Background: an optimization exercise with open tools, aiming at small area. Do not read the settings as production practice. Only simulation tests tie the RTL to the original design; equivalence was not proved. Power and IR drop assume default switching activity.

==> design/flow/design.v <==
`timescale 1ns / 1ns
`timescale 1ns / 1ns
module matrix_register(DataIn, DataOut, Write, Clk, Reset, Valid);
parameter WIDTH = 32;
input  [WIDTH-1:0] DataIn;
input              Write;
input              Clk;
input              Reset;
output [WIDTH-1:0] DataOut;
output             Valid;
reg    [WIDTH-1:0] DataOut;
reg                Valid;
always @ (posedge Clk)
begin
  if(Write)
    DataOut <= DataIn;
end
always @ (posedge Clk or posedge Reset)
begin
  if(Reset)
    Valid <= 1'b0;
  else
  if(Write)
    Valid <= 1'b1;
end
endmodule
module matrix_rregister(DataIn, DataOut, Write, Clk, Reset);
parameter WIDTH = 32;
input  [WIDTH-1:0] DataIn;
input              Write;
input              Clk;
input              Reset;
output [WIDTH-1:0] DataOut;
reg    [WIDTH-1:0] DataOut;
always @ (posedge Clk or posedge Reset)
begin
  if(Reset)
    DataOut <= {WIDTH{1'b0}};
  else
  if(Write)
    DataOut <= DataIn;
end
endmodule
`timescale 1ns / 1ns
module matrix_registers(DataIn, Address, Rw, Cs, Clk, Reset, DataOut, irq, int_o,
                        s_RstHostCmd, r_ExecHostCmd,
                        r_Data0Len, v_Data0Len, r_Data1Len, v_Data1Len, r_PiePWLen, v_PiePWLen,
                        r_RTCalLen, v_RTCalLen, r_TRCalLen, v_TRCalLen, r_Delimiter, v_Delimiter,
                        r_DR_Ratio, v_DR_Ratio, r_LnkTimer4, v_LnkTimer4,
                        r_CmdReg, v_CmdReg, r_CmdPntReg, v_CmdPntReg, r_CmdCntReg, v_CmdCntReg,
                        r_CmdData, v_CmdData, r_Raw, r_ShWr
                        );
input  [31:0] DataIn;
input  [7:0]  Address;
input         Rw;
input  [3:0]  Cs;
input         Clk;
input         Reset;
output [31:0] DataOut;
input  [10:0] irq;
output        int_o;
input         s_RstHostCmd;
output [3:0]  r_ExecHostCmd;
output [15:0] r_Data0Len;   output v_Data0Len;
output [15:0] r_Data1Len;   output v_Data1Len;
output [15:0] r_PiePWLen;   output v_PiePWLen;
output [15:0] r_RTCalLen;   output v_RTCalLen;
output [15:0] r_TRCalLen;   output v_TRCalLen;
output [15:0] r_Delimiter;  output v_Delimiter;
output [12:0] r_DR_Ratio;   output v_DR_Ratio;
output [15:0] r_LnkTimer4;  output v_LnkTimer4;
output [31:0] r_CmdReg;     output v_CmdReg;
output [31:0] r_CmdPntReg;  output v_CmdPntReg;
output [7:0]  r_CmdCntReg;  output v_CmdCntReg;
output [255:0] r_CmdData;    
output [7:0]  v_CmdData;     
output [31:0] r_Raw;         
output [15:0] r_ShWr;        
wire [3:0] Write = Cs & {4{Rw}};
wire       Read  = (|Cs) & ~Rw;
wire       W01   = Write[0] & Write[1];
wire       W0123 = W01 & Write[2] & Write[3];
wire [63:0] sel;
genvar g;
generate
  for (g = 0; g < 64; g = g + 1) begin : dec
    assign sel[g] = (Address == g);
  end
endgenerate
wire [15:0] hcsr0;  wire v_hcsr0;
wire [2:0]  hcsr1;
reg  [3:0]  hcsr2;
matrix_register  #(16) HCSR_0 (.DataIn(DataIn[15:0]),  .DataOut(hcsr0), .Write(W01 & sel[0]),      .Clk(Clk), .Reset(Reset), .Valid(v_hcsr0));
matrix_rregister #(3)  HCSR_1 (.DataIn(DataIn[18:16]), .DataOut(hcsr1), .Write(Write[2] & sel[0]), .Clk(Clk), .Reset(Reset));
always @ (posedge Clk or posedge Reset)
begin
  if(Reset)
    hcsr2 <= 4'h0;
  else
  if(s_RstHostCmd)
    hcsr2 <= 4'h0;
  else
  if(Write[3] & sel[0])
    hcsr2 <= DataIn[27:24];
end
assign r_ExecHostCmd = hcsr2;
wire [7:0] imsk0;
wire [2:0] imsk1;
matrix_rregister #(8) INT_MASK_0 (.DataIn(DataIn[7:0]),  .DataOut(imsk0), .Write(Write[0] & sel[2]), .Clk(Clk), .Reset(Reset));
matrix_rregister #(3) INT_MASK_1 (.DataIn(DataIn[10:8]), .DataOut(imsk1), .Write(Write[1] & sel[2]), .Clk(Clk), .Reset(Reset));
wire [10:0] imsk = {imsk1, imsk0};
reg [10:0] isrc;
wire [10:0] isrc_clr = {{3{Write[1] & sel[1]}}, {8{Write[0] & sel[1]}}} & DataIn[10:0];
integer i;
always @ (posedge Clk or posedge Reset)
begin
  if(Reset)
    isrc <= 11'h0;
  else
    for (i = 0; i < 11; i = i + 1)
      if(irq[i])
        isrc[i] <= 1'b1;
      else
      if(isrc_clr[i])
        isrc[i] <= 1'b0;
end
assign int_o = |(isrc & imsk);
wire [7:0] TXRX_MODER_d; wire TXRX_MODER_v;
matrix_register #(8) TXRX_MODER (.DataIn(DataIn[7:0]), .DataOut(TXRX_MODER_d), .Write(Write[0] & sel[3]), .Clk(Clk), .Reset(Reset), .Valid(TXRX_MODER_v));
wire [15:0] DATA0LEN_d; wire DATA0LEN_v;
matrix_register #(16) DATA0LEN (.DataIn(DataIn[15:0]), .DataOut(DATA0LEN_d), .Write(W01 & sel[4]), .Clk(Clk), .Reset(Reset), .Valid(DATA0LEN_v));
wire [15:0] DATA1LEN_d; wire DATA1LEN_v;
matrix_register #(16) DATA1LEN (.DataIn(DataIn[15:0]), .DataOut(DATA1LEN_d), .Write(W01 & sel[5]), .Clk(Clk), .Reset(Reset), .Valid(DATA1LEN_v));
wire [15:0] PIEPWLEN_d; wire PIEPWLEN_v;
matrix_register #(16) PIEPWLEN (.DataIn(DataIn[15:0]), .DataOut(PIEPWLEN_d), .Write(W01 & sel[6]), .Clk(Clk), .Reset(Reset), .Valid(PIEPWLEN_v));
wire [15:0] RTCALLEN_d; wire RTCALLEN_v;
matrix_register #(16) RTCALLEN (.DataIn(DataIn[15:0]), .DataOut(RTCALLEN_d), .Write(W01 & sel[7]), .Clk(Clk), .Reset(Reset), .Valid(RTCALLEN_v));
wire [15:0] TRCALLEN_d; wire TRCALLEN_v;
matrix_register #(16) TRCALLEN (.DataIn(DataIn[15:0]), .DataOut(TRCALLEN_d), .Write(W01 & sel[8]), .Clk(Clk), .Reset(Reset), .Valid(TRCALLEN_v));
wire [12:0] DR_RATIO_d; wire DR_RATIO_v;
matrix_register #(13) DR_RATIO (.DataIn(DataIn[12:0]), .DataOut(DR_RATIO_d), .Write(W01 & sel[9]), .Clk(Clk), .Reset(Reset), .Valid(DR_RATIO_v));
wire [31:0] LNKFREQ_d; wire LNKFREQ_v;
matrix_register #(32) LNKFREQ (.DataIn(DataIn[31:0]), .DataOut(LNKFREQ_d), .Write(W0123 & sel[10]), .Clk(Clk), .Reset(Reset), .Valid(LNKFREQ_v));
wire [7:0] CHANNUM_d; wire CHANNUM_v;
matrix_register #(8) CHANNUM (.DataIn(DataIn[7:0]), .DataOut(CHANNUM_d), .Write(Write[0] & sel[11]), .Clk(Clk), .Reset(Reset), .Valid(CHANNUM_v));
wire [15:0] LNKTIMER1_d; wire LNKTIMER1_v;
matrix_register #(16) LNKTIMER1 (.DataIn(DataIn[15:0]), .DataOut(LNKTIMER1_d), .Write(W01 & sel[12]), .Clk(Clk), .Reset(Reset), .Valid(LNKTIMER1_v));
wire [15:0] LNKTIMER2_d; wire LNKTIMER2_v;
matrix_register #(16) LNKTIMER2 (.DataIn(DataIn[15:0]), .DataOut(LNKTIMER2_d), .Write(W01 & sel[13]), .Clk(Clk), .Reset(Reset), .Valid(LNKTIMER2_v));
wire [15:0] LNKTIMER3_d; wire LNKTIMER3_v;
matrix_register #(16) LNKTIMER3 (.DataIn(DataIn[15:0]), .DataOut(LNKTIMER3_d), .Write(Write[0] & sel[14]), .Clk(Clk), .Reset(Reset), .Valid(LNKTIMER3_v));
wire [15:0] LNKTIMER4_d; wire LNKTIMER4_v;
matrix_register #(16) LNKTIMER4 (.DataIn(DataIn[15:0]), .DataOut(LNKTIMER4_d), .Write(W01 & sel[15]), .Clk(Clk), .Reset(Reset), .Valid(LNKTIMER4_v));
wire [31:0] RPLYTIMER_d; wire RPLYTIMER_v;
matrix_register #(32) RPLYTIMER (.DataIn(DataIn[31:0]), .DataOut(RPLYTIMER_d), .Write(W0123 & sel[16]), .Clk(Clk), .Reset(Reset), .Valid(RPLYTIMER_v));
wire [31:0] CMDREG_d; wire CMDREG_v;
matrix_register #(32) CMDREG (.DataIn(DataIn[31:0]), .DataOut(CMDREG_d), .Write(W0123 & sel[17]), .Clk(Clk), .Reset(Reset), .Valid(CMDREG_v));
wire [31:0] CMDPNTREG_d; wire CMDPNTREG_v;
matrix_register #(32) CMDPNTREG (.DataIn(DataIn[31:0]), .DataOut(CMDPNTREG_d), .Write(W0123 & sel[18]), .Clk(Clk), .Reset(Reset), .Valid(CMDPNTREG_v));
wire [31:0] CMDCNTREG_d; wire CMDCNTREG_v;
matrix_register #(32) CMDCNTREG (.DataIn(DataIn[31:0]), .DataOut(CMDCNTREG_d), .Write(W0123 & sel[19]), .Clk(Clk), .Reset(Reset), .Valid(CMDCNTREG_v));
wire [15:0] HNDLREG_d; wire HNDLREG_v;
matrix_register #(16) HNDLREG (.DataIn(DataIn[15:0]), .DataOut(HNDLREG_d), .Write(W01 & sel[20]), .Clk(Clk), .Reset(Reset), .Valid(HNDLREG_v));
wire [7:0] FLTRCNTREG_d; wire FLTRCNTREG_v;
matrix_register #(8) FLTRCNTREG (.DataIn(DataIn[7:0]), .DataOut(FLTRCNTREG_d), .Write(Write[0] & sel[22]), .Clk(Clk), .Reset(Reset), .Valid(FLTRCNTREG_v));
wire [15:0] DELIMITER_d; wire DELIMITER_v;
matrix_register #(16) DELIMITER (.DataIn(DataIn[15:0]), .DataOut(DELIMITER_d), .Write(W01 & sel[49]), .Clk(Clk), .Reset(Reset), .Valid(DELIMITER_v));
wire [6:0] fltrop;
wire [3:0] dfltfltrop;
wire       phycsr, pwrman;
wire [2:0] txrxctrl;
matrix_rregister #(7) FLTROPREG     (.DataIn(DataIn[6:0]), .DataOut(fltrop),     .Write(Write[0] & sel[21]), .Clk(Clk), .Reset(Reset));
matrix_rregister #(4) DFLTFLTROPREG (.DataIn(DataIn[3:0]), .DataOut(dfltfltrop), .Write(Write[0] & sel[23]), .Clk(Clk), .Reset(Reset));
matrix_rregister #(1) PHYCSR        (.DataIn(DataIn[0]),   .DataOut(phycsr),     .Write(Write[0] & sel[46]), .Clk(Clk), .Reset(Reset));
matrix_rregister #(1) PWRMANREG     (.DataIn(DataIn[0]),   .DataOut(pwrman),     .Write(Write[0] & sel[47]), .Clk(Clk), .Reset(Reset));
matrix_rregister #(3) TXRXCTRLREG   (.DataIn(DataIn[2:0]), .DataOut(txrxctrl),   .Write(Write[0] & sel[48]), .Clk(Clk), .Reset(Reset));
wire [32*11-1:0] cmdata_d;  wire [10:0] cmdata_v;
wire [32*11-1:0] class_d;   wire [10:0] class_v;
generate
  for (g = 0; g < 11; g = g + 1) begin : big
    matrix_register #(32) CMDATAREG (.DataIn(DataIn), .DataOut(cmdata_d[32*g +: 32]), .Write(W0123 & sel[24 + g]),
                                     .Clk(Clk), .Reset(Reset), .Valid(cmdata_v[g]));
    matrix_register #(32) CLASSIFIEREG (.DataIn(DataIn), .DataOut(class_d[32*g +: 32]), .Write(W0123 & sel[35 + g]),
                                        .Clk(Clk), .Reset(Reset), .Valid(class_v[g]));
  end
endgenerate
wire [31:0] rd_vreg =
    ({32{sel[0]  & v_hcsr0}}       & {16'h0, hcsr0})
  | ({32{sel[3]  & TXRX_MODER_v}}  & {24'h0, TXRX_MODER_d})
  | ({32{sel[4]  & DATA0LEN_v}}    & {16'h0, DATA0LEN_d})
  | ({32{sel[5]  & DATA1LEN_v}}    & {16'h0, DATA1LEN_d})
  | ({32{sel[6]  & PIEPWLEN_v}}    & {16'h0, PIEPWLEN_d})
  | ({32{sel[7]  & RTCALLEN_v}}    & {16'h0, RTCALLEN_d})
  | ({32{sel[8]  & TRCALLEN_v}}    & {16'h0, TRCALLEN_d})
  | ({32{sel[9]  & DR_RATIO_v}}    & {19'h0, DR_RATIO_d})
  | ({32{sel[10] & LNKFREQ_v}}     & LNKFREQ_d)
  | ({32{sel[11] & CHANNUM_v}}     & {24'h0, CHANNUM_d})
  | ({32{sel[12] & LNKTIMER1_v}}   & {16'h0, LNKTIMER1_d})
  | ({32{sel[13] & LNKTIMER2_v}}   & {16'h0, LNKTIMER2_d})
  | ({32{sel[14] & LNKTIMER3_v}}   & {16'h0, LNKTIMER3_d})
  | ({32{sel[15] & LNKTIMER4_v}}   & {16'h0, LNKTIMER4_d})
  | ({32{sel[16] & RPLYTIMER_v}}   & RPLYTIMER_d)
  | ({32{sel[17] & CMDREG_v}}      & CMDREG_d)
  | ({32{sel[18] & CMDPNTREG_v}}   & CMDPNTREG_d)
  | ({32{sel[19] & CMDCNTREG_v}}   & CMDCNTREG_d)
  | ({32{sel[20] & HNDLREG_v}}     & {16'h0, HNDLREG_d})
  | ({32{sel[22] & FLTRCNTREG_v}}  & {24'h0, FLTRCNTREG_d})
  | ({32{sel[49] & DELIMITER_v}}   & {16'h0, DELIMITER_d});
wire [31:0] rd_rreg =
    ({32{sel[0]}}  & {4'h0, hcsr2, 5'h0, hcsr1, 16'h0})
  | ({32{sel[1]}}  & {21'h0, isrc})
  | ({32{sel[2]}}  & {21'h0, imsk})
  | ({32{sel[21]}} & {25'h0, fltrop})
  | ({32{sel[23]}} & {28'h0, dfltfltrop})
  | ({32{sel[46]}} & {31'h0, phycsr})
  | ({32{sel[47]}} & {31'h0, pwrman})
  | ({32{sel[48]}} & {29'h0, txrxctrl});
reg [31:0] rd_big;
always @*
begin
  rd_big = 32'h0;
  for (i = 0; i < 11; i = i + 1)
    rd_big = rd_big | ({32{sel[24 + i] & cmdata_v[i]}} & cmdata_d[32*i +: 32])
                    | ({32{sel[35 + i] & class_v[i]}}  & class_d[32*i +: 32]);
end
assign r_Raw = rd_vreg | rd_rreg | rd_big;
assign DataOut = {32{Read}} & r_Raw;
assign r_Data0Len  = DATA0LEN_d;   assign v_Data0Len  = DATA0LEN_v;
assign r_Data1Len  = DATA1LEN_d;   assign v_Data1Len  = DATA1LEN_v;
assign r_PiePWLen  = PIEPWLEN_d;   assign v_PiePWLen  = PIEPWLEN_v;
assign r_RTCalLen  = RTCALLEN_d;   assign v_RTCalLen  = RTCALLEN_v;
assign r_TRCalLen  = TRCALLEN_d;   assign v_TRCalLen  = TRCALLEN_v;
assign r_Delimiter = DELIMITER_d;  assign v_Delimiter = DELIMITER_v;
assign r_DR_Ratio  = DR_RATIO_d;   assign v_DR_Ratio  = DR_RATIO_v;
assign r_LnkTimer4 = LNKTIMER4_d;  assign v_LnkTimer4 = LNKTIMER4_v;
assign r_CmdReg    = CMDREG_d;     assign v_CmdReg    = CMDREG_v;
assign r_CmdPntReg = CMDPNTREG_d;  assign v_CmdPntReg = CMDPNTREG_v;
assign r_CmdCntReg = CMDCNTREG_d[7:0]; assign v_CmdCntReg = CMDCNTREG_v;
assign r_ShWr = {{8{W0123}} & sel[31:24], W01 & sel[9], W0123 & sel[18], W0123 & sel[17],
                 W01 & sel[8], W01 & sel[7], W01 & sel[6], W01 & sel[4], W01 & sel[49]};
generate
  for (g = 0; g < 8; g = g + 1) begin : cmdout
    assign r_CmdData[255 - 32*g -: 32] = cmdata_d[32*g +: 32];
    assign v_CmdData[g] = cmdata_v[g];
  end
endgenerate
endmodule
`timescale 1ns / 1ns
module matrix_sequencer(Clk, Reset, SeqState, r_ExecHostCmd, s_RstHostCmd, h_Inv);
input        Clk;
input        Reset;
output [4:0] SeqState;
input  [3:0] r_ExecHostCmd;
output       s_RstHostCmd;
output       h_Inv;
reg s_RstHostCmd;
reg st_filter;
reg st_inv;
wire st_idle = ~(st_filter | st_inv);
wire r_ExecHostCmdOn = (r_ExecHostCmd == 4'b1000)    |
                       (r_ExecHostCmd == 4'b1001) |
                       (r_ExecHostCmd == 4'b1010)    |
                       (r_ExecHostCmd == 4'b1011)     |
                       (r_ExecHostCmd == 4'b1100);
always @(posedge Clk or posedge Reset)
begin
   if (Reset)
      begin
         s_RstHostCmd <= 1'b0;
         st_filter <= 1'b0;
         st_inv <= 1'b0;
      end
   else
      begin
         s_RstHostCmd <= r_ExecHostCmdOn;
         if (st_idle & (r_ExecHostCmd == 4'b1000))
            st_filter <= 1'b1;
         if (st_idle & (r_ExecHostCmd == 4'b1001))
            st_inv <= 1'b1;
      end
end
assign SeqState = {2'b00, st_inv, st_filter, st_idle};
assign h_Inv = st_inv;
endmodule
`timescale 1ns / 1ns
module matrix_inventory(Clk, Reset, h_Inv, tx_ShiftPIEOut,
                        r_Data0Len, v_Data0Len, r_Data1Len, v_Data1Len, r_PiePWLen, v_PiePWLen,
                        r_RTCalLen, v_RTCalLen, r_TRCalLen, v_TRCalLen, r_Delimiter, v_Delimiter,
                        r_DR_Ratio, v_DR_Ratio, r_LnkTimer4, v_LnkTimer4,
                        r_CmdReg, v_CmdReg, r_CmdPntReg, v_CmdPntReg, r_CmdCntReg, v_CmdCntReg,
                        r_CmdData, v_CmdData, r_Raw, r_ShWr
                        );
input         Clk;
input         Reset;
input         h_Inv;
output        tx_ShiftPIEOut;
input [15:0]  r_Data0Len;   input v_Data0Len;
input [15:0]  r_Data1Len;   input v_Data1Len;
input [15:0]  r_PiePWLen;   input v_PiePWLen;
input [15:0]  r_RTCalLen;   input v_RTCalLen;
input [15:0]  r_TRCalLen;   input v_TRCalLen;
input [15:0]  r_Delimiter;  input v_Delimiter;
input [12:0]  r_DR_Ratio;   input v_DR_Ratio;
input [15:0]  r_LnkTimer4;  input v_LnkTimer4;
input [31:0]  r_CmdReg;     input v_CmdReg;
input [31:0]  r_CmdPntReg;  input v_CmdPntReg;
input [7:0]   r_CmdCntReg;  input v_CmdCntReg;
input [255:0] r_CmdData;    input [7:0] v_CmdData;
input [31:0]  r_Raw;         
input [15:0]  r_ShWr;        
localparam [3:0] S_IDLE    = 4'd0,    
                 S_W1      = 4'd1,    
                 S_FSLOAD  = 4'd2,    
                 S_RUN     = 4'd3,    
                 S_SYMLOAD = 4'd4,    
                 S_TLOAD   = 4'd5,    
                 S_TIMER   = 4'd6,    
                 S_Q       = 4'd7,    
                 S_PRELOAD = 4'd8,    
                 S_DEAD    = 4'd9;    
localparam [1:0] M_FS = 2'd0, M_PRE = 2'd1, M_SYM = 2'd2;
localparam [2:0] SG_CMD = 3'd0, SG_PNT = 3'd1, SG_CNT = 3'd2, SG_MASK = 3'd3,
                 SG_TRUNC = 3'd4, SG_CRC16 = 3'd5, SG_QW = 3'd6, SG_CRC5 = 3'd7;
reg [3:0]  st;
reg        pie;
reg [1:0]  mode;
reg [2:0]  ph;       
reg [15:0] cnt;
reg [2:0]  seg;
reg [2:0]  k;        
reg [7:0]  j;        
reg [15:0] crc;
assign tx_ShiftPIEOut = pie;
localparam [3:0] SH_DLM = 4'd0, SH_D0 = 4'd1, SH_P = 4'd2, SH_R = 4'd3, SH_T = 4'd4,
                 SH_CMD = 4'd5, SH_PNT = 4'd6, SH_DR = 4'd7;    
reg [31:0] sh_val;
reg [3:0]  sh_id;
reg        sh_v;
wire [15:0] sh = {16{sh_v}} & (16'h0001 << sh_id);
wire        nzS = |sh_val[15:0];
reg [7:0] ml;        
reg       dur2f;     
wire nzD0  = sh[SH_D0]  ? nzS : (v_Data0Len  & (|r_Data0Len));
wire nzP   = sh[SH_P]   ? nzS : (v_PiePWLen  & (|r_PiePWLen));
wire nzR   = sh[SH_R]   ? nzS : (v_RTCalLen  & (|r_RTCalLen));
wire nzT   = sh[SH_T]   ? nzS : (v_TRCalLen  & (|r_TRCalLen));
wire nzDLM = sh[SH_DLM] ? nzS : (v_Delimiter & (|r_Delimiter));
wire eq1D0 = v_Data0Len  & (r_Data0Len == 16'd1);
wire eq1D1 = v_Data1Len  & (r_Data1Len == 16'd1);
wire eq1P  = v_PiePWLen  & (r_PiePWLen == 16'd1);
wire [7:0] eCNT = r_CmdCntReg & {8{v_CmdCntReg}};
wire [6:0] nzl = {nzP, nzT, nzP, nzR, nzP, nzD0, nzDLM};
wire [2:0] last = (mode == M_FS) ? 3'd4 : ((mode == M_PRE) ? 3'd6 : 3'd2);
wire       start = (ph == 3'd7);
wire       cnz = (|cnt) & ~start;
reg [2:0] nxt;
reg       nfound;
integer q;
always @*
begin
   nfound = 1'b0;
   nxt = 3'd0;
   for (q = 6; q >= 0; q = q - 1)
      if ((start | (q > ph)) & (q <= last) & nzl[q])
         begin
            nxt = q;
            nfound = 1'b1;
         end
end
wire [2:0] act   = cnz ? ph : nxt;
wire       found = cnz | nfound;
wire [2:0] mh = ml[7:5];
wire [4:0] mlo = ml[4:0];
wire       ml0 = (ml == 8'h00);
wire [7:0] mend = ml0 ? 8'h20 : ((mh != k) ? 8'h00 : {3'b000, 5'd0 - mlo});
wire       mlast = (mh == k) | (({1'b0, mh} == ({1'b0, k} + 4'd1)) & (mlo == 5'd0));
wire sg_cmd  = (seg == SG_CMD) | (seg == SG_TRUNC);
wire sg_pnt  = (seg == SG_PNT);
wire sg_mask = (seg == SG_MASK);
wire sg_qw   = (seg == SG_QW);
wire sg_crc  = (seg == SG_CRC16) | (seg == SG_CRC5);
wire [7:0] kdec = 8'h01 << k;
wire sh_mask = |(sh[15:8] & kdec);
reg [31:0] wsrc;
integer m;
always @*
begin
   wsrc = ({32{sg_cmd & v_CmdReg & ~sh[SH_CMD]}} & r_CmdReg)
        | ({32{sg_pnt & v_CmdPntReg & ~sh[SH_PNT]}} & r_CmdPntReg)
        | ({32{seg == SG_CNT}} & {24'h0, ml})
        | ({32{sg_qw}} & {15'h0, 1'b1, 3'b000, r_DR_Ratio & {13{v_DR_Ratio & ~sh[SH_DR]}}})
        | ({32{(sg_cmd & sh[SH_CMD]) | (sg_pnt & sh[SH_PNT]) | (sg_mask & sh_mask)}} & sh_val)
        | ({32{sg_qw & sh[SH_DR]}} & {19'h0, sh_val[12:0]})
        | ({32{sg_crc}} & {16'h0, crc ^ {16{seg == SG_CRC16}}});
   for (m = 0; m < 8; m = m + 1)
      wsrc = wsrc | ({32{sg_mask & kdec[m] & v_CmdData[m] & ~sh[8 + m]}} & r_CmdData[255 - 32*m -: 32]);
end
wire b = wsrc[j[4:0]] & (j[7:5] == 3'b000);
reg empty;
always @*
begin
   case (seg)
      SG_CMD:   empty = (j[4:0] == 5'd20);
      SG_MASK:  empty = (j == mend);
      SG_TRUNC: empty = 1'b1;
      default:  empty = (j == 8'h00);
   endcase
end
wire [4:0] ebvtop = (v_CmdPntReg & r_CmdPntReg[31]) ? 5'd31 :
                    ((v_CmdPntReg & r_CmdPntReg[23]) ? 5'd23 :
                    ((v_CmdPntReg & r_CmdPntReg[15]) ? 5'd15 : 5'd7));
wire n1    = (seg == SG_TRUNC) | (sg_mask & (j == 8'd31) & empty);
wire incl  = (seg <= SG_TRUNC) & ~(sg_mask & ml0) & ~(n1 & dur2f);
wire fb    = b ^ (sg_qw ? crc[4] : crc[15]);
wire [15:0] crc_upd = {crc[14:0], 1'b0} ^ {3'b000, fb & ~sg_qw, 6'h00, fb & ~sg_qw, 1'b0, fb & sg_qw, 2'b00, fb};
wire run_len = (st == S_RUN) & ~cnz;
wire selDLM = run_len & (nxt == 3'd0);
wire selD0  = run_len & (nxt == 3'd1);
wire selR   = run_len & (nxt == 3'd3);
wire selT   = run_len & (nxt == 3'd5);
wire selP   = run_len & ~nxt[0] & (nxt != 3'd0);
wire selS   = (selDLM & sh[SH_DLM]) | (selD0 & sh[SH_D0]) | (selR & sh[SH_R]) | (selT & sh[SH_T]) | (selP & sh[SH_P]);
wire [15:0] cur = ({16{((st == S_RUN) & cnz) | (st == S_TIMER)}} & cnt)
                | ({16{v_Data0Len  & (((st == S_SYMLOAD) & ~b) | (selD0 & ~sh[SH_D0]))}} & r_Data0Len)
                | ({16{v_Data1Len  & (st == S_SYMLOAD) & b}} & r_Data1Len)
                | ({16{v_LnkTimer4 & (st == S_TLOAD)}} & r_LnkTimer4)
                | ({16{v_Delimiter & selDLM & ~sh[SH_DLM]}} & r_Delimiter)
                | ({16{v_RTCalLen  & selR & ~sh[SH_R]}} & r_RTCalLen)
                | ({16{v_TRCalLen  & selT & ~sh[SH_T]}} & r_TRCalLen)
                | ({16{v_PiePWLen  & selP & ~sh[SH_P]}} & r_PiePWLen)
                | ({16{selS}} & sh_val[15:0]);
wire [15:0] dec = cur - 16'd1;
wire        cur1 = (cur == 16'd1);
wire        done = found & (act == last) & cur1;
wire cmd_ok = v_CmdReg & (r_CmdReg[4:0] == 5'b00101) & (r_CmdReg[31:28] == 4'b1010);
wire lt4_lt2 = ~v_LnkTimer4 | (r_LnkTimer4[15:1] == 15'd0);
wire in_sym  = (mode == M_SYM) & ((st == S_RUN) | (st == S_SYMLOAD));
wire nb      = (st == S_RUN) & done & (mode == M_SYM);
wire lastnb  = nb & empty;
wire fsdone  = (st == S_RUN) & done & (mode == M_FS);
wire predone = (st == S_RUN) & done & (mode == M_PRE);
wire fs_win  = (st == S_FSLOAD) | (st == S_PRELOAD) | ((st == S_RUN) & (mode != M_SYM) & ~done);
wire pre_win = (st == S_PRELOAD) | ((st == S_RUN) & (mode == M_PRE) & ~done);
wire p_read  = (st == S_RUN) & (mode == M_SYM) & (ph == 3'd1) & ~cnz;    
wire sym_win = (st == S_SYMLOAD) | ((st == S_RUN) & (mode == M_SYM) & (ph == 3'd1) & cnz);
wire ptr_end = lastnb & sg_pnt;
wire [7:0] kfrom = ~(kdec - 8'h01);                             
wire [7:0] mask_win = ({8{ptr_end | (in_sym & (seg == SG_CNT))}}
                    | ({8{in_sym & sg_mask & ~(lastnb & mlast)}} & kfrom))
                    & ~({8{lastnb & sg_mask}} & kdec);
wire [15:0] win;
assign win[SH_DLM] = fs_win;
assign win[SH_D0]  = fs_win;
assign win[SH_P]   = fs_win | sym_win;
assign win[SH_R]   = fs_win;
assign win[SH_T]   = pre_win;
assign win[SH_CMD] = fsdone | (in_sym & sg_cmd & ~lastnb) | (lastnb & sg_mask & mlast);
assign win[SH_PNT] = (lastnb & (seg == SG_CMD)) | (in_sym & sg_pnt & ~lastnb);
assign win[SH_DR]  = predone | (in_sym & sg_qw & ~lastnb);
assign win[15:8]   = mask_win;
wire sh_done = fsdone | predone | (p_read & sh[SH_P]) | (lastnb & ~sg_mask & (seg != SG_CNT)) |
               (lastnb & sg_mask & (sh_mask | mlast));
wire [15:0] sh_hit = r_ShWr & win;
wire sh_take = (~sh_v | sh_done) & (|sh_hit);
reg  [3:0] sh_enc;
integer e;
always @*
begin
   sh_enc = 4'd0;
   for (e = 0; e < 16; e = e + 1)
      if (r_ShWr[e])
         sh_enc = e;
end
always @(posedge Clk or posedge Reset)
begin
   if (Reset)
      sh_v <= 1'b0;
   else
   if (sh_take)
      sh_v <= 1'b1;
   else
   if (sh_done)
      sh_v <= 1'b0;
end
always @(posedge Clk)
begin
   if (sh_take)
      begin
         sh_val <= r_Raw;
         sh_id <= sh_enc;
      end
end
always @(posedge Clk or posedge Reset)
begin
   if (Reset)
      begin
         st  <= S_IDLE;
         pie <= 1'b0;
      end
   else
      case (st)
         S_IDLE:    if (h_Inv) st <= S_W1;
         S_W1:      st <= cmd_ok ? S_FSLOAD : S_DEAD;
         S_FSLOAD:  begin st <= S_RUN; pie <= 1'b0; end
         S_PRELOAD: begin st <= S_RUN; pie <= 1'b0; end
         S_SYMLOAD: st <= S_RUN;
         S_TLOAD:   st <= lt4_lt2 ? S_DEAD : S_TIMER;
         S_TIMER:   if (cur1) st <= S_Q;
         S_Q:       st <= S_PRELOAD;
         S_RUN:
            if (found)
               begin
                  if (done)
                     begin
                        if ((mode == M_SYM) & empty & (seg == SG_CRC16))
                           begin
                              pie <= 1'b0;
                              st <= S_TLOAD;
                           end
                        else
                        if ((mode == M_SYM) & empty & (seg == SG_CRC5))
                           begin
                              pie <= 1'b0;
                              st <= S_DEAD;
                           end
                        else
                           begin
                              pie <= 1'b1;
                              st <= S_SYMLOAD;
                           end
                     end
                  else
                     pie <= act[0];
               end
         default: ;
      endcase
end
always @(posedge Clk)
begin
   case (st)
      S_FSLOAD:
         begin
            mode <= M_FS;
            ph <= 3'd7;
            crc <= 16'hffff;
         end
      S_PRELOAD:
         begin
            mode <= M_PRE;
            ph <= 3'd7;
            crc[4:0] <= 5'b01001;
         end
      S_SYMLOAD:
         begin
            cnt <= dec;
            ph <= 3'd1;
            dur2f <= (b ? eq1D1 : eq1D0) & eq1P;
         end
      S_TLOAD, S_TIMER:
         cnt <= dec;
      S_RUN:
         if (found)
            begin
               if (~done)
                  begin
                     ph <= act;
                     cnt <= dec;
                  end
               else
               if (mode == M_FS)
                  begin
                     mode <= M_SYM;
                     seg <= SG_CMD;
                     j <= 8'd31;
                  end
               else
               if (mode == M_PRE)
                  begin
                     mode <= M_SYM;
                     seg <= SG_QW;
                     j <= 8'd16;
                  end
               else
                  begin
                     if (incl | sg_qw)
                        crc <= crc_upd;
                     if (~empty)
                        j <= j - 8'd1;
                     else
                        case (seg)
                           SG_CMD:   begin seg <= SG_PNT;   j <= {3'b000, ebvtop}; end
                           SG_PNT:   begin seg <= SG_CNT;   j <= 8'd7; ml <= eCNT; end
                           SG_CNT:   begin seg <= SG_MASK;  j <= 8'd31; k <= 3'd0; end
                           SG_MASK:
                              if (mlast)
                                 begin seg <= SG_TRUNC; j <= 8'd19; end
                              else
                                 begin j <= 8'd31; k <= k + 3'd1; end
                           SG_TRUNC: begin seg <= SG_CRC16; j <= 8'd15; end
                           SG_QW:    begin seg <= SG_CRC5;  j <= 8'd4; end
                           default: ;
                        endcase
                  end
            end
      default: ;
   endcase
end
endmodule
`timescale 1ns / 1ns
module matrix_top(mtxDataIn, mtxAddress, mtxRw, mtxCs, mtxClk, mtxReset, mtxDataOut,
                  irq_reg, SeqState, tx_ShiftPIEOut,
                  int_o
                  );
input  [31:0] mtxDataIn;
input  [7:0]  mtxAddress;
input         mtxRw;
input  [3:0]  mtxCs;
input         mtxClk;
input         mtxReset;
output [31:0] mtxDataOut;
input  [31:0] irq_reg;
output [4:0]  SeqState;
output        tx_ShiftPIEOut;
output        int_o;
wire [3:0]   r_ExecHostCmd;
wire         s_RstHostCmd;
wire         h_Inv;
wire [15:0]  r_Data0Len, r_Data1Len, r_PiePWLen, r_RTCalLen, r_TRCalLen, r_Delimiter, r_LnkTimer4;
wire         v_Data0Len, v_Data1Len, v_PiePWLen, v_RTCalLen, v_TRCalLen, v_Delimiter, v_LnkTimer4;
wire [12:0]  r_DR_Ratio;
wire         v_DR_Ratio;
wire [31:0]  r_CmdReg, r_CmdPntReg;
wire         v_CmdReg, v_CmdPntReg;
wire [7:0]   r_CmdCntReg;
wire         v_CmdCntReg;
wire [255:0] r_CmdData;
wire [7:0]   v_CmdData;
wire [31:0]  r_Raw;
wire [15:0]  r_ShWr;
matrix_registers mtxreg1
(
.DataIn(mtxDataIn), .Address(mtxAddress), .Rw(mtxRw), .Cs(mtxCs), .Clk(mtxClk), .Reset(mtxReset),
.DataOut(mtxDataOut), .irq(irq_reg[10:0]), .int_o(int_o),
.s_RstHostCmd(s_RstHostCmd), .r_ExecHostCmd(r_ExecHostCmd),
.r_Data0Len(r_Data0Len), .v_Data0Len(v_Data0Len), .r_Data1Len(r_Data1Len), .v_Data1Len(v_Data1Len),
.r_PiePWLen(r_PiePWLen), .v_PiePWLen(v_PiePWLen), .r_RTCalLen(r_RTCalLen), .v_RTCalLen(v_RTCalLen),
.r_TRCalLen(r_TRCalLen), .v_TRCalLen(v_TRCalLen), .r_Delimiter(r_Delimiter), .v_Delimiter(v_Delimiter),
.r_DR_Ratio(r_DR_Ratio), .v_DR_Ratio(v_DR_Ratio), .r_LnkTimer4(r_LnkTimer4), .v_LnkTimer4(v_LnkTimer4),
.r_CmdReg(r_CmdReg), .v_CmdReg(v_CmdReg), .r_CmdPntReg(r_CmdPntReg), .v_CmdPntReg(v_CmdPntReg),
.r_CmdCntReg(r_CmdCntReg), .v_CmdCntReg(v_CmdCntReg), .r_CmdData(r_CmdData), .v_CmdData(v_CmdData),
.r_Raw(r_Raw), .r_ShWr(r_ShWr)
);
matrix_sequencer mtxseq1
(
.Clk(mtxClk), .Reset(mtxReset), .SeqState(SeqState), .r_ExecHostCmd(r_ExecHostCmd),
.s_RstHostCmd(s_RstHostCmd), .h_Inv(h_Inv)
);
matrix_inventory mtxinv1
(
.Clk(mtxClk), .Reset(mtxReset), .h_Inv(h_Inv), .tx_ShiftPIEOut(tx_ShiftPIEOut),
.r_Data0Len(r_Data0Len), .v_Data0Len(v_Data0Len), .r_Data1Len(r_Data1Len), .v_Data1Len(v_Data1Len),
.r_PiePWLen(r_PiePWLen), .v_PiePWLen(v_PiePWLen), .r_RTCalLen(r_RTCalLen), .v_RTCalLen(v_RTCalLen),
.r_TRCalLen(r_TRCalLen), .v_TRCalLen(v_TRCalLen), .r_Delimiter(r_Delimiter), .v_Delimiter(v_Delimiter),
.r_DR_Ratio(r_DR_Ratio), .v_DR_Ratio(v_DR_Ratio), .r_LnkTimer4(r_LnkTimer4), .v_LnkTimer4(v_LnkTimer4),
.r_CmdReg(r_CmdReg), .v_CmdReg(v_CmdReg), .r_CmdPntReg(r_CmdPntReg), .v_CmdPntReg(v_CmdPntReg),
.r_CmdCntReg(r_CmdCntReg), .v_CmdCntReg(v_CmdCntReg), .r_CmdData(r_CmdData), .v_CmdData(v_CmdData),
.r_Raw(r_Raw), .r_ShWr(r_ShWr)
);
endmodule
==> design/flow/config.mk <==
export PLATFORM = sky130hd
export DESIGN_NAME = matrix_top
export DESIGN_NICKNAME = matrix_top
export VERILOG_FILES = /design/flow/design.v
export SDC_FILE = /design/flow/constraint.sdc
export NUM_CORES = 4
export LEC_CHECK = 0
export CAP_MARGIN = 20
export CORE_MARGIN = 2
export CORE_UTILIZATION = 40
export CTS_BUF_LIST = sky130_fd_sc_hd__clkbuf_8
export CTS_CLUSTER_DIAMETER = 40
export CTS_CLUSTER_SIZE = 16
export SLEW_MARGIN = 20
==> design/flow/run.sh <==
#!/bin/bash
# synth_recipe.tcl (not shown) runs the flow's synth.tcl, then flattens the netlist and writes it again
# the make line also repeats each setting of config.mk as NAME=value (left out here)
make -C /OpenROAD-flow-scripts/flow DESIGN_CONFIG=/design/flow/config.mk WORK_HOME=/design/flow/orfs CLKGATE_MAP_FILE= SYNTH_SCRIPT=/design/flow/synth_recipe.tcl finish
==> design/flow/constraint.sdc <==
create_clock -name core_clock -period 10.0 [get_ports {mtxClk}]
set_input_delay 2.0000 -clock core_clock [delete_from_list [all_inputs] [get_ports {mtxClk}]]
set_output_delay 2.0000 -clock core_clock [all_outputs]
set_load 0.01 [all_outputs]
==> results.tsv, run 1 <==
metric	value	unit
outcome	no timing/DRC/antenna violations	
post_cts_buffers	0	
grt_use_total	36.11	%
critPathCaptureType	primary output	
fp.dieW	373.2	um
synth.top_cell.area_share	65.49	%
grt-ovfl-total	0	
power_density	178.3	mW/mm2
placed_cells	5521	
synth-edff-count	1189	
area_growth	13.97	%
antenna_found_initial	17	
core	0.1353	mm2
post-route-period-util	89.53	%
ys_seq_elements	1286	
max-vdd-ir-drop	0.1457	mV
start_kind	input port	
num_rows	135	
multi_input_area	0.01548	mm2
setup_viol	0	
fin_crit	8.953	ns
synthDistinctLibCells	117	
cts_tree	built	
ios	118	
hpwlAfterDp	156100	um
post_drt_via_cell_ratio	7.201	
synth-main-ff-cell	edfxtp_1	
postLayoutCoreUtil	45.92	%
slew_violations	0	
cts_resized	0	
yosysWarnings	12	
grt_max_degree	58	
drive_above_1_share	16.86	%
holdCritPathClass	reg -> reg	
syn_area	0.05452	mm2
syn_avg_cell_area	14.57	um2
grt_pass1_vias	38800	
cp_max_fo	21	
mostFrequentLayoutCell	edfxtp_1	
drcViolationCount	0	
ys_top_cells_by_area	edfxtp_1 65%, a22oi_1 4.8%, dfrtp_1 4.5%	
criticalPathCategory	in -> out	
regArea	0.03813	mm2
ant_nets	0	
crit_required	8.00	ns
insertion_delay	0.97	ns
p_leak	20.38	nW
layout_common_cells	1,189 x edfxtp_1, 350 x a22oi_1, 190 x nand2_1	
slew_headroom	11.21	%
vias	42170	
finClkSkew	0.1216	ns
die_area	0.1393	mm2
dr.pass1.iters	7	
worstMarginPinSlew	1.332	ns
maxCapViolCount	0	
max_freq	111.7	MHz
fin_area	0.06213	mm2
drt_iter0_markers	8970	
start_util	40.29	%
clock-sinks	1286	
io_buffers	94	
fin_setup_tns	0	ns
yosysTopAreaCell	edfxtp_1	
fill_cells	11830	
ctsHoldBuffers	0	
routedWlPerCell	43.92	um
clk_pin_slew	0.07	ns
drt_wl_total	257200	um
grt_setup_unrepaired	false	
clock_path_buffers	3	
place_area	0.05813	mm2
cts-root-buf	clkbuf_8	
stdcell_count	5856	
hold_violations	0	
synthArstFlopShare	7.543	%
arrival	6.95	ns
cts_made_buffers	172	
synth_cells	3743	
nets	4007	
htree_levels	4	
ys_seq_area_share	69.94	%
gp_congestion	1.015	
grt_pass1_wl	342000	um
fp.dieH	373.2	um
## final timing paths
check	startpoint	to	slack [ns]	cells past startpoint
hold reg to reg	mtxreg1.FLTRCNTREG.Valid	mtxreg1.FLTRCNTREG.Valid	0.46	1
setup / recovery	mtxAddress[1]	mtxDataOut[3]	1.05	11
max in group asynchronous	mtxReset	mtxreg1.hcsr2[2]	7.12	3
setup reg to reg	mtxinv1.seg[0]	mtxinv1.sh_val[19]	1.15	18
min in group asynchronous	mtxReset	mtxreg1.big[4].CLASSIFIEREG.Valid	1.51	2
hold / removal	mtxreg1.FLTRCNTREG.Valid	mtxreg1.FLTRCNTREG.Valid	0.46	1
## cells by family (layout without fill, tap and decap cells)
kind of cell | Yosys count | in the layout | share of synthesized area (%)
adders and majority gates | 14 | 14 | 0.3213
other | 1 | 15 | 0.006879
buffers and inverters | 294 | 612 | 2.426
xor gates and xnor gates | 47 | 47 | 0.7551
AOI/OAI and AO/OA | 1089 | 1089 | 16.16
muxes | 46 | 46 | 0.9203
and+or+nand+nor | 966 | 966 | 9.467
DFF | 1286 | 1286 | 69.94
## layout make-up
type	instances	share of cell area (%)
sequential	1286	61.37
multi-input combinational	2164	24.91
clock buffer	180	3.987
tap	1781	3.587
timing repair buffer	248	3.456
clock inverter	142	2.374
inverter	42	0.2618
antenna	13	0.05236
## registers in the layout, summed over array words and instances (netlist names), 32 cells and up
signal                            cells
mtxreg1.CMDPNTREG.DataOut            32
mtxreg1.big.CLASSIFIEREG.DataOut    352
mtxreg1.CMDCNTREG.DataOut            32
mtxreg1.CMDREG.DataOut               32
mtxreg1.big.CMDATAREG.DataOut       352
mtxinv1.sh_val                       32
mtxreg1.LNKFREQ.DataOut              32
mtxreg1.RPLYTIMER.DataOut            32
## cells in the mapped netlist, drive strengths merged (41+ instances only)
| library cell | instances |
|---|---|
| nor4 | 46 |
| buf | 72 |
| dfrtp | 97 |
| nand2 | 192 |
| a221oi | 173 |
| a22oi | 350 |
| nor2 | 164 |
| and2 | 55 |
| o21ai | 47 |
| edfxtp | 1189 |
| a22o | 170 |
| inv | 41 |
| a222oi | 52 |
| nand4 | 75 |
| and3 | 76 |
| a21oi | 69 |
| or2 | 53 |
| nor3 | 66 |
| nand3 | 124 |
| clkbuf | 180 |
## report_power, final
group | switching, W | internal (W)
sequential | 0.0000705 | 0.00593
combinational | 0.000333 | 0.000152
clock | 0.00239 | 0.00220
## metrics by stage
step	setup WS (ns)	hold slack [ns]	total power [W]
6_report	1.047	0.4634	0.01108
3_5_place_dp	1.268	0.4442	0.006590
4_1_cts	1.260	0.4633	0.01105
2_1_floorplan	2.394	0.4302	0.006350
3_3_place_gp	1.369	0.4424	0.006584
5_1_grt	0.9095	0.4720	0.01132
## critical path, stage by stage
cell and delay [ns]:
clkdlybuf4s50_1 0.94, nand2b_1 0.37, nor2_1 0.22, and3_2 0.58
a22oi_1 0.29, nand2_1 0.08, a221oi_1 1.03, nand4_1 0.15
or4_1 0.51, and2_1 0.26, clkdlybuf4s50_1 0.52
## per-layer routing
metal | up-vias | share of wire, % | GRT usage [%] | wire, um
met3 | 944 | 16 | 14.06 | 40650
li1 | 15840 | - | - | -
met2 | 4119 | 42 | 51.44 | 107000
met1 | 21260 | 35 | 46.24 | 90160
met4 | 12 | 7.5 | 22.20 | 19270
met5 | - | 0.033 | 0 | 86
==> run 2, diff against run 1 <==
--- a/design/flow/config.mk
+++ b/design/flow/config.mk
@@ -10,5 +10,2 @@
 export CORE_UTILIZATION = 40
-export CTS_BUF_LIST = sky130_fd_sc_hd__clkbuf_8
-export CTS_CLUSTER_DIAMETER = 40
-export CTS_CLUSTER_SIZE = 16
 export SLEW_MARGIN = 20
==> run 2 against run 1 <==
Via count shrank 0.18%. Combinational power is essentially flat. Routed wire length grew 0.32%. Sequential cell count is the same. Global-route usage grew 0.11 points. Synthesized cell count is the same. Largest cell class unchanged. Area after synthesis is the same. Clock skew shrank 0.058 ns. Still clean.
==> results.tsv, run 2 <==
metric	value	unit	change
slew_violations	0		unchanged
num_rows	135		unchanged
critPathCaptureType	primary output		
clock-sinks	1286		unchanged
drcViolationCount	0		unchanged
crit_start	mtxAddress[2]		
synthDistinctLibCells	117		unchanged
ios	118		unchanged
cts_tree	built		
fin_crit	8.923	ns	-0.03036 ns
vias	42090		-0.18%
core	0.1353	mm2	unchanged
ant_nets	0		unchanged
cts_resized	0		unchanged
dp_worst_setup_slack	1.268	ns	unchanged
fp.dieW	373.2	um	unchanged
critPathCapture	mtxDataOut[10]		
grt_pass1_wl	342900	um	+0.24%
worstMarginPinSlew	1.302	ns	-0.03005 ns
max_freq	112.1	MHz	+0.34%
cp_top_family	simple AND/OR/NAND/NOR gates		
die_area	0.1393	mm2	unchanged
grt_pass1_vias	38670		-0.35%
syn_avg_cell_area	14.57	um2	unchanged
yosysMostFrequentCell	edfxtp_1		
yosysTopAreaCell	edfxtp_1		
synth.top_cell.area_share	65.49	%	unchanged
grt-ovfl-total	0		unchanged
path_cells	clkdlybuf4s50_1, nand2b_1, nor3_1, and3_2, buf_4, a22o_1, a221oi_1, nand4_1, or4_1, and2_1, clkdlybuf4s50_1		
ys_seq_area_share	69.94	%	unchanged
holdCritPathClass	reg -> reg		
criticalPathCategory	in -> out		
clk_pin_slew	0.06	ns	about the same
synth-main-ff-cell	edfxtp_1		
reg_top3	mtxreg1.big.CLASSIFIEREG.DataOut (352), mtxreg1.big.CMDATAREG.DataOut (352)		
antenna_found_initial	13		-4
ctsHoldBuffers	0		unchanged
ys_top_cells_by_area	edfxtp_1 65%, a22oi_1 4.8%, dfrtp_1 4.5%		
max-vdd-ir-drop	0.1757	mV	+21%
hpwlAfterDp	156100	um	unchanged
fin_setup_tns	0	ns	unchanged
post-route-period-util	89.23	%	-0.30 points
r2r_start	mtxinv1.seg[0]		
grt_max_degree	58		unchanged
syn_area	0.05452	mm2	unchanged
crit_required	8.00	ns	about the same
finClkSkew	0.06379	ns	-0.05781 ns
htree_levels	4		unchanged
fp.dieH	373.2	um	unchanged
gp_congestion	1.015		unchanged
cpPeakStageDelay	0.86	ns	-0.17 ns
worst_slack	1.077	ns	+0.03036 ns
path_depth	11		unchanged
post_cts_buffers	0		unchanged
post_drt_via_cell_ratio	7.265		+0.88%
drt_wl_total	258000	um	+0.32%
fill_cells	11680		-1.2%
grt_use_total	36.22	%	+0.11 points
power_density	186.5	mW/mm2	+4.6%
slowest_stage	and3_2		
cts_made_buffers	140		-19%
nets	3976		-0.77%
arrival	6.92	ns	-0.03 ns
finalPower	0.01171	W	+5.7%
mostFrequentLayoutCell	edfxtp_1		
area_growth	15.15	%	
worstPathBufferInverterCount	3		+1
routedWlPerCell	44.53	um	+1.4%
drive_above_1_share	14.67	%	-2.2 points
maxCapViolCount	0		unchanged
synth.top_cells.by_count	1,189 x edfxtp_1, 350 x a22oi_1, 190 x nand2_1		
layout_common_cells	1,189 x edfxtp_1, 350 x a22oi_1, 190 x nand2_1		
drt_iter0_markers	9016		+0.51%
cts-root-buf	clkbuf_16		
setup_viol	0		unchanged
start_kind	input port		
cp_max_fo	19		-9.5%
regArea	0.03813	mm2	unchanged
synth-edff-count	1189		unchanged
p_leak	20.59	nW	+1.1%
dr.pass1.iters	10		+3
yosysWarnings	12		unchanged
crit_top_cell	clkdlybuf4s50_1		
grt_setup_unrepaired	false		
clock_path_buffers	3		unchanged
multi_input_area	0.01547	mm2	about the same
io_buffers	94		unchanged
setup.reg_to_reg.worst_slack	1.18	ns	+0.03 ns
reg2reg_depth	18		unchanged
hold_violations	0		unchanged
insertion_delay	0.83	ns	-0.14 ns
slew_headroom	13.21	%	+2.0 points
ys_seq_elements	1286		unchanged
synthArstFlopShare	7.543	%	unchanged
critical_path.reg2reg.endpoint	mtxinv1.sh_val[19]		
synth_cells	3743		unchanged
outcome	no timing/DRC/antenna violations		
start_util	40.29	%	unchanged
## run 2: cell counts after synthesis
No cell type changed its count.
## run 2: cell type report
type | instances | share of cell area, %
clock inverter | 82 | 1.403
clock buffer | 178 | 5.919
tap | 1781 | 3.550
inverter | 42 | 0.2591
timing repair buffer | 249 | 3.432
multi-input combinational | 2164 | 24.65
sequential | 1286 | 60.74
antenna | 12 | 0.04783
## run 2: worst register-to-register path: stages (launching register included)
cell	delay, ns
edfxtp_1	0.79
inv_2	0.26
or4_1	0.57
a21oi_1	0.14
buf_4	0.33
or2_1	0.99
a211oi_1	0.52
o311ai_0	0.80
nor3_2	0.28
a211oi_4	0.56
nor2_2	0.25
a221oi_2	0.62
nand4_1	0.41
or2b_2	0.46
nor4b_1	0.39
o311a_1	0.27
o41ai_2	0.13
a31oi_4	0.25
buf_12	0.42
## run 2: stage by stage
step	hold slack [ns]	utilization [%]	area [um2]	std cells
after global routing	0.4693	46.38	62750	5783
after global placement	0.4424	42.92	58070	5519
after CTS	0.4609	46.36	62730	5781
after floorplan	0.4302	-	54520	3744
final	0.4601	46.40	62780	5794
after detailed placement	0.4442	42.96	58130	5521
## run 2: layer usage
metal | wire (um) | GRT usage, % | vias up
met1 | 90290 | 46.51 | 21270
li1 | - | - | 15740
met5 | 229 | 0.7547 | -
met2 | 107900 | 51.92 | 4095
met3 | 40290 | 13.65 | 972
met4 | 19300 | 21.77 | 14
## run 2: report_power, final
group,internal [W],switching (W),leakage [nW]
combinational,0.000152,0.000334,6.51
clock,0.00291,0.00230,2.21
sequential,0.00594,0.0000706,11.9
total,0.00900,0.00271,20.6
## run 2: cells by family (layout without fill, tap and decap cells)
logic type | count (synthesis) | count (layout) | share of synthesized area (%)
xor gates and xnor gates | 47 | 47 | 0.7551
other | 1 | 14 | 0.006879
buffers and inverters | 294 | 551 | 2.426
AOI/OAI and AO/OA | 1089 | 1089 | 16.16
and+or+nand+nor | 966 | 966 | 9.467
adders and majority gates | 14 | 14 | 0.3213
DFF | 1286 | 1286 | 69.94
muxes | 46 | 46 | 0.9203
## run 2: worst min-delay path by stage
stage,from,endpoint,depth (start not counted)
2_1_floorplan,mtxreg1.CHANNUM.Valid,mtxreg1.CHANNUM.Valid,1
3_3_place_gp,mtxreg1.big[8].CMDATAREG.Valid,mtxreg1.big[8].CMDATAREG.Valid,1
3_5_place_dp,mtxreg1.big[9].CLASSIFIEREG.Valid,mtxreg1.big[9].CLASSIFIEREG.Valid,1
4_1_cts,mtxreg1.CHANNUM.Valid,mtxreg1.CHANNUM.Valid,1
5_1_grt,mtxreg1.CHANNUM.Valid,mtxreg1.CHANNUM.Valid,1
6_report,mtxreg1.CHANNUM.Valid,mtxreg1.CHANNUM.Valid,1
==> run 3, diff against run 2 <==
==> design/flow/flow/run.sh (new file) <==
#!/bin/bash
# Layout flow: the standard flow (standard.sh) unchanged, except that Yosys maps the
# combinational logic with ABC's default script instead of ORFS's delay-oriented script
# (the clock is 10 ns, so the delay-oriented mapping only adds area).  Flip-flop mapping,
# register names, flattening and renaming are those of the standard synthesis.
set -euo pipefail
HERE=$(pwd)

# synthesis script: ORFS's synth.tcl with the ABC call reduced to the library arguments
sed -e 's#^  log_cmd abc {\*}$abc_args$#  log_cmd abc {*}$lib_args {*}$lib_dont_use_args#' \
    "$FLOW_HOME/scripts/synth.tcl" > "$HERE/flow_synth_core.tcl"
grep -q 'log_cmd abc {\*}$lib_args {\*}$lib_dont_use_args' "$HERE/flow_synth_core.tcl"
sed -e "s#source \$::env(SCRIPTS_DIR)/synth.tcl#source $HERE/flow_synth_core.tcl#" \
    synth_recipe.tcl > "$HERE/flow_synth.tcl"
grep -q "flow_synth_core.tcl" "$HERE/flow_synth.tcl"

# the standard flow with that synthesis script
sed -e "s#SYNTH_SCRIPT=[^ ]*#SYNTH_SCRIPT=$HERE/flow_synth.tcl#" standard.sh > "$HERE/flow_standard.sh"
grep -q "SYNTH_SCRIPT=$HERE/flow_synth.tcl" "$HERE/flow_standard.sh"

bash "$HERE/flow_standard.sh" > "$HERE/flow_make.log" 2>&1
==> design/flow/standard.sh (new file) <==
#!/bin/bash
# synth_recipe.tcl (not shown) runs the flow's synth.tcl, then flattens the netlist and writes it again
# the make line also repeats each setting of config.mk as NAME=value (left out here)
make -C /OpenROAD-flow-scripts/flow DESIGN_CONFIG=/design/flow/config.mk WORK_HOME=/design/flow/orfs CLKGATE_MAP_FILE= SYNTH_SCRIPT=/design/flow/synth_recipe.tcl "${@:-finish}"
removed: design/flow/run.sh
==> run 3 against run 2 <==
Via count shrank 6.8%. Sequential power grew 2%. Routed wire length shrank 13%. Critical path depth grew 19. Cell area shrank 4.2%. Fmax shrank 2.5%. Sequential share of layout area grew 2.7 points. Clock power shrank 5.4%. Area after synthesis shrank 5.9%. First-iteration DRC count grew 9.1%. Combinational power grew 92%. Final cell count shrank 7.7%. Critical endpoint is now mtxinv1.sh_val[22]. Largest power group unchanged. Highest routed layer unchanged.
==> results.tsv, run 3 <==
metric	value	unit	change
num_rows	131		-3.0%
arrival	9.60	ns	+2.68 ns
grt_pass1_vias	36350		-6.0%
finClkSkew	0.03461	ns	-0.02918 ns
p_leak	19.85	nW	-3.6%
hpwlAfterDp	136000	um	-13%
post_drt_via_cell_ratio	7.334		+0.96%
clock-sinks	1286		unchanged
grt-busiest-layer	met2		
fin_setup_tns	0	ns	unchanged
maxCapViolCount	0		unchanged
worstMarginPinSlew	1.269	ns	-0.03243 ns
r2r_start	mtxinv1.seg[2]		
hp-start	mtxreg1.HCSR_0.Valid		
reg2reg_depth	30		+12
fp.dieW	362.1	um	-3.0%
fin_crit	9.147	ns	+0.2246 ns
start_util	40.27	%	about the same
vias	39210		-6.8%
ys_top_cells_by_area	edfxtp_1 70%, a222oi_1 6.6%, dfrtp_1 4.7%		
power_density	199.5	mW/mm2	+7.0%
synth.top_cells.by_count	1,189 x edfxtp_1, 339 x a222oi_1, 212 x nand2_1		
area_growth	17.21	%	
grt-ovfl-total	0		unchanged
drt_iter0_markers	9835		+9.1%
synth-edff-count	1189		unchanged
yosysMostFrequentCell	edfxtp_1		
routedWlPerCell	42.04	um	-5.6%
clock_path_buffers	3		unchanged
grtUsageMet1	43.37	%	-3.1 points
fill_cells	10830		-7.3%
holdPathStages	1		unchanged
ys_seq_area_share	74.35	%	+4.4 points
insertion_delay	0.79	ns	-0.04 ns
layout_common_cells	1,189 x edfxtp_1, 339 x a222oi_1, 212 x nand2_1		
ant_nets	0		unchanged
cpPeakStageDelay	1.13	ns	+0.27 ns
post_cts_buffers	0		unchanged
cts-root-buf	clkbuf_16		
critPathCaptureType	register		
antenna_found_initial	10		-3
ys_seq_elements	1286		unchanged
grt_use_met3	10.41	%	-3.2 points
htree_levels	4		unchanged
crit_required	10.46	ns	+2.46 ns
drcViolationCount	0		unchanged
drt_wl_total	224800	um	-13%
use_met2	49.90	%	-2.0 points
stdcell_count	5346		-7.7%
max_freq	109.3	MHz	-2.5%
crit_top_cell	buf_4		
slew_headroom	15.37	%	+2.2 points
drive_above_1_share	11.96	%	-2.7 points
synth_cells	3184		-15%
ctsHoldBuffers	0		unchanged
placed_cells	5099		-7.6%
slew_violations	0		unchanged
nets	3665		-7.8%
syn_avg_cell_area	16.11	um2	+11%
dr.pass1.iters	12		+2
cts_resized	0		unchanged
die_area	0.1311	mm2	-5.9%
max-vdd-ir-drop	0.1224	mV	-30%
grt_pass1_wl	302500	um	-12%
whs_endpoint	mtxreg1.HCSR_0.Valid		
synth.top_cell.area_share	69.62	%	+4.1 points
yosysTopAreaCell	edfxtp_1		
gp_congestion	0.9626		-5.1%
start_kind	register		
core	0.1274	mm2	-5.9%
clk_pin_slew	0.07	ns	about the same
setup.reg_to_reg.worst_slack	0.85	ns	-0.33 ns
ios	118		unchanged
cp_max_fo	36		+17
post-route-period-util	91.47	%	+2.2 points
cts_tree	built		
synth-main-ff-cell	edfxtp_1		
slowest_stage	a211oi_4		
synthDistinctLibCells	60		-49%
grt_use_total	33.62	%	-2.6 points
io_buffers	94		unchanged
fp.dieH	362.1	um	-3.0%
reg_top3	mtxreg1.big.CLASSIFIEREG.DataOut (352), mtxreg1.big.CMDATAREG.DataOut (352)		
outcome	no timing/DRC/antenna violations		
cts_made_buffers	132		-5.7%
mostFrequentLayoutCell	edfxtp_1		
critical_path.reg2reg.endpoint	mtxinv1.sh_val[22]		
criticalPathCategory	reg -> reg		
syn_area	0.05129	mm2	-5.9%
grt_setup_unrepaired	false		
grt_max_degree	52		-10%
yosysWarnings	12		unchanged
setup_viol	0		unchanged
hold_violations	0		unchanged
synthArstFlopShare	7.543	%	unchanged
holdCritPathClass	reg -> reg		
==> run 3: cell families after synthesis <==
kind of cell	count (synthesis)	share of synthesized area [%]
mux	35	0.7563
compound gates	848	14.00
fa+ha+maj	14	0.3416
flops	1286	74.35
simple gates	907	9.397
xor+xnor	44	0.7514
buf+inv	49	0.3952
other cells	1	0.007312
==> run 3: layout make-up <==
class,instances,area [um2],area share (%)
well taps,1662,2079,3.459
repair buffers,258,2223,3.699
multi-input cells,1850,13240,22.02
diodes,5,12.51,0.02081
clock inverters,60,575.6,0.9575
clock buffers,181,3684,6.128
flip-flops and latches,1286,38130,63.43
inverters,44,167.7,0.2789
==> run 3: report_power, final <==
part / total, W / internal, W / switching, W
registers: 0.00612 / 0.00602 / 0.0000982
clock network: 0.00494 / 0.00280 / 0.00214
logic: 0.000931 / 0.000312 / 0.000620
total: 0.0120 / 0.00913 / 0.00286
==> run 3: through the flow <==
stage	util [%]	total power [W]	setup slack (ns)	hold slack (ns)	cell area (um2)
final	47.20	0.01199	0.8528	0.4691	60110
after global routing	47.19	0.01227	0.5700	0.4869	60100
after CTS	47.18	0.01197	1.243	0.4707	60090
after detailed placement	43.84	0.007134	1.313	0.4557	55830
after global placement	43.83	0.007125	1.298	0.4500	55820
after floorplan	-	0.006709	0.7184	0.4345	51330
==> run 3: how the worst max path moves through the flow <==
stage	from	to	cells after the start
after floorplan	mtxinv1.seg[1]	mtxinv1.sh_id[0]	21
after global placement	mtxAddress[1]	mtxDataOut[3]	8
after detailed placement	mtxinv1.sh_id[3]	mtxinv1.sh_val[27]	29
after CTS	mtxinv1.sh_id[3]	mtxinv1.sh_val[20]	29
after global routing	mtxinv1.sh_id[3]	mtxinv1.sh_val[23]	29
final	mtxinv1.seg[2]	mtxinv1.sh_val[22]	30
==> run 3: worst max-delay path, delay by kind of cell, from the launching register on <==
kind,cells,cell delay (ns)
simple gates,13,3.38
compound gates,9,3.03
buf+inv,7,1.49
flops,1,0.56
fa+ha+maj,1,0.24
==> run 3: per-layer routing <==
layer,part of all wire [%],wire (um)
met5,0.019,42
met4,7.4,16670
met3,16,35070
met2,43,96500
met1,34,76480

-- what the ideal ports hide --
The results above use ideal ports. As a check the final layouts listed here were re-extracted and re-timed, cells and wires unchanged. Step 1 sets driving cells, clkbuf_16 on the clock port and buf_2 on the other inputs (assumed; they add their load-dependent delay and slew). Step 2, shift: input delay + t, output delay - t, t = (earliest + latest rising clock arrival at the registers) / 2. This alone moves slack from input paths to output paths. Slacks: ideal / step 1 / step 2; pairs: ideal / step 1.
| run | shift t [ns] | setup WS [ns] | worst slew at a driven data input, ns |
|---|---|---|---|
| run 1 | 0.982 | 1.047 / 1.011 / 1.011 | 0.24 |
| run 2 | 0.879 | 1.077 / 1.049 / 1.049 | 0.28 |
| run 3 | 0.856 | 0.853 / 0.853 / 0.853 | 0.08 |
After both steps every run listed still meets setup and hold. For run 1, which loses most, drivers alone change the setup slack by -0.036 ns; drivers and shift together by -0.036 ns.
